What follows belongs to an exercise in optimizing a design on an open flow for small area and a short achievable clock period; a production flow would make more cautious choices. The flow treats the clock pin as an ideal source. Dropping or thinning the clock tree relies on that and would not hold on a real chip.

AL:
==> flow/design.v <==
module synchronous_fifo #(
    parameter DEPTH = 10,
    parameter DATA_WIDTH = 32
) (
    input                           clk,
    input                           rst_n,
    input                           w_en,
    input                           r_en,
    input       [DATA_WIDTH-1:0]    data_in,
    output reg  [DATA_WIDTH-1:0]    data_out,
    output reg                      full,
    output reg                      empty
);
function [4:0] j_up;
    input [4:0] j;
    j_up = {j[3:0], ~j[4]};
endfunction
function [4:0] j_down;
    input [4:0] j;
    j_down = {~j[0], j[4:1]};
endfunction
function j_is;
    input [4:0] j;
    input integer k;
    case (k)
        0: j_is = ~j[4] & ~j[0];
        1: j_is =  j[0] & ~j[1];
        2: j_is =  j[1] & ~j[2];
        3: j_is =  j[2] & ~j[3];
        4: j_is =  j[3] & ~j[4];
        5: j_is =  j[4] &  j[0];
        6: j_is = ~j[0] &  j[1];
        7: j_is = ~j[1] &  j[2];
        8: j_is = ~j[2] &  j[3];
        default: j_is = ~j[3] & j[4];
    endcase
endfunction
reg [4:0] occ;
reg [DEPTH-1:0] r_sel;
reg [DEPTH-1:0] w_ok, w_nok;
wire wr  = w_en & ~full;
wire rd  = r_en & ~empty;
wire inc = wr & ~rd;
wire dec = rd & ~wr;
wire [DEPTH-1:0] w_sel  = full ? r_sel : w_ok;
wire [DEPTH-1:0] w_next = wr ? {w_sel[DEPTH-2:0], w_sel[DEPTH-1]} : w_sel;
reg full_next;
always @(*) begin
    if (inc)      full_next = j_is(occ, 9);
    else if (dec) full_next = 1'b0;
    else          full_next = full;
end
always @(posedge clk) begin
    if (!rst_n) begin
        w_ok  <= {{(DEPTH-1){1'b0}}, 1'b1};
        w_nok <= {{(DEPTH-1){1'b1}}, 1'b0};
        r_sel <= {{(DEPTH-1){1'b0}}, 1'b1};
        occ   <= 5'd0;
        full  <= 1'b0;
        empty <= 1'b1;
    end else begin
        w_ok  <= full_next ? {DEPTH{1'b0}} : w_next;
        w_nok <= full_next ? {DEPTH{1'b1}} : ~w_next;
        full  <= full_next;
        if (rd) r_sel <= {r_sel[DEPTH-2:0], r_sel[DEPTH-1]};
        if (inc) begin
            occ   <= j_up(occ);
            empty <= 1'b0;
        end else if (dec) begin
            occ   <= j_down(occ);
            empty <= j_is(occ, 1);
        end
    end
end
genvar g;
wire [DATA_WIDTH-1:0] slot [0:DEPTH-1];
generate
    for (g = 0; g < DEPTH; g = g + 1) begin : row
        reg  [DATA_WIDTH-1:0] word;
        always @(posedge clk)
            word <= (data_in & {DATA_WIDTH{w_ok[g]}}) | (word & {DATA_WIDTH{w_nok[g]}});
        assign slot[g] = word;
    end
endgenerate
integer i;
reg [DATA_WIDTH-1:0] rdata;
always @(*) begin
    rdata = {DATA_WIDTH{1'b0}};
    for (i = 0; i < DEPTH; i = i + 1)
        rdata = rdata | ({DATA_WIDTH{r_sel[i]}} & slot[i]);
end
always @(posedge clk) begin
    if (!rst_n)
        data_out <= {DATA_WIDTH{1'b0}};
    else if (rd)
        data_out <= rdata;
end
endmodule
==> flow/config.mk <==
export PLATFORM = sky130hd
export DESIGN_NAME = synchronous_fifo
export DESIGN_NICKNAME = synchronous_fifo
export VERILOG_FILES = /design/flow/design.v
export SDC_FILE = /design/flow/constraint.sdc
export NUM_CORES = 4
export LEC_CHECK = 0
export CAP_MARGIN = 20
export CORE_MARGIN = 2
export CORE_UTILIZATION = 55
export SETUP_SLACK_MARGIN = 1.6
export SLEW_MARGIN = 20
==> flow/constraint.sdc <==
create_clock -name core_clock -period 3.0 [get_ports {clk}]
set_input_delay 0.6000 -clock core_clock [delete_from_list [all_inputs] [get_ports {clk}]]
set_output_delay 0.6000 -clock core_clock [all_outputs]
set_load 0.01 [all_outputs]
standard.sh (not shown) runs the stock make flow with config.mk's settings and CLKGATE_MAP_FILE= SYNTH_SCRIPT=/design/flow/synth_recipe.tcl, a recipe that flattens the netlist after the stock synthesis.
==> flow/flow/run.sh <==
#!/bin/bash
# The standard layout, with buf_1 cells as port buffers and the clock
# tree rebuilt after CTS as two balanced levels of clkbuf_16 (see
# post_cts.tcl); ORFS's own logs stay in orfs/logs.
bash standard.sh BUFFER_PORTS_ARGS="-buffer_cell sky130_fd_sc_hd__buf_1" \
  CTS_ARGS="-sink_clustering_enable -repair_clock_nets -sink_clustering_size 20 -sink_clustering_max_diameter 70 -buf_list sky130_fd_sc_hd__clkbuf_16 -dont_use_dummy_load" \
  POST_CTS_TCL="$(pwd)/flow/post_cts.tcl" \
  > standard_run.log 2>&1
Other scripts of this flow, unchanged in this note and not shown: flow/flow/clock_tree.tcl, flow/flow/post_cts.tcl
Here is what was changed in the inputs of TR compared with AL.
--- a/flow/design.v
+++ b/flow/design.v
@@ -40,38 +40,34 @@
 reg [DEPTH-1:0] w_ok, w_nok;
 wire wr  = w_en & ~full;
 wire rd  = r_en & ~empty;
 wire inc = wr & ~rd;
 wire dec = rd & ~wr;
-wire [DEPTH-1:0] w_sel  = full ? r_sel : w_ok;
-wire [DEPTH-1:0] w_next = wr ? {w_sel[DEPTH-2:0], w_sel[DEPTH-1]} : w_sel;
-reg full_next;
-always @(*) begin
-    if (inc)      full_next = j_is(occ, 9);
-    else if (dec) full_next = 1'b0;
-    else          full_next = full;
-end
+wire [DEPTH-1:0] w_rot = {w_ok[DEPTH-2:0], w_ok[DEPTH-1]};
+wire             w_last = j_is(occ, 9) & ~rd;
+wire [DEPTH-1:0] w_ok_next  = full ? ({DEPTH{r_en}} & r_sel)
+                            : w_en ? (w_rot & {DEPTH{~w_last}})
+                            : w_ok;
+wire [DEPTH-1:0] w_nok_next = full ? ~({DEPTH{r_en}} & r_sel)
+                            : w_en ? ~(w_rot & {DEPTH{~w_last}})
+                            : w_nok;
 always @(posedge clk) begin
     if (!rst_n) begin
         w_ok  <= {{(DEPTH-1){1'b0}}, 1'b1};
         w_nok <= {{(DEPTH-1){1'b1}}, 1'b0};
         r_sel <= {{(DEPTH-1){1'b0}}, 1'b1};
         occ   <= 5'd0;
         full  <= 1'b0;
         empty <= 1'b1;
     end else begin
-        w_ok  <= full_next ? {DEPTH{1'b0}} : w_next;
-        w_nok <= full_next ? {DEPTH{1'b1}} : ~w_next;
-        full  <= full_next;
+        w_ok  <= w_ok_next;
+        w_nok <= w_nok_next;
+        full  <= full  ? ~r_en : (w_en & w_last);
+        empty <= empty ? ~w_en : (r_en & j_is(occ, 1) & ~wr);
         if (rd) r_sel <= {r_sel[DEPTH-2:0], r_sel[DEPTH-1]};
-        if (inc) begin
-            occ   <= j_up(occ);
-            empty <= 1'b0;
-        end else if (dec) begin
-            occ   <= j_down(occ);
-            empty <= j_is(occ, 1);
-        end
+        if (inc)      occ <= j_up(occ);
+        else if (dec) occ <= j_down(occ);
     end
 end
 genvar g;
 wire [DATA_WIDTH-1:0] slot [0:DEPTH-1];
 generate
[summary]
Of TR and AL, it is TR that has the higher final cell count. [TR] wire length rose about 6% relative to AL. Clock-pin slew on the worst setup and hold paths of AL is on par with TR. From AL to TR the numbers moved as follows: share of the clock period used by the worst path decreased by 2.5 points relative to the old numbers, utilization increased by 4.4 points relative to the old numbers, critical path buffer and inverter count decreased by 3 relative to the old numbers, final-layout fill cell count decreased by 111 relative to the old numbers. In TR, the global-route usage came out 2.3 points above the value in AL. The area after synthesis reported for TR is smaller than that of AL by 1.2%. Number of placed instances, taps included of AL is on par with TR. Relative to AL, the die footprint of TR is lower by 310 um^2.
Function was not checked in any run of this note: the RTL went through the layout flow alone. In every run of this note, the design's own scripts or RTL, not TritonCTS, make the clock network.

[afterwards: timing with drivers on the ports]
In the flow no input, the clock included, has a driving cell. The finished layouts below were timed again as built, in two steps.
Step 1, drivers: a clkbuf_16 drives clk and a buf_2 each remaining input, both assumed.
Step 2 times the ports against the registers' clock, not the clock port: input delays grow and output delays shrink by t, the midpoint of the rising clock arrivals with the driver on.
Slacks: ideal / step 1 / step 2; pairs: ideal / step 1.
run | shift t [ns] | slack for setup (ns) | worst setup path at the end | worst slew at a driven data input, ns | pins driven straight from the clock port
AL | 0.422 | 1.315 / 1.281 / 0.999 | input to register | 0.06 | 4
TR | 0.423 | 1.389 / 1.369 / 1.079 | input to register | 0.06 | 4
After both steps every run listed still meets setup and hold. For AL, which loses most, drivers alone change the setup slack by -0.034 ns; drivers and shift together by -0.316 ns.
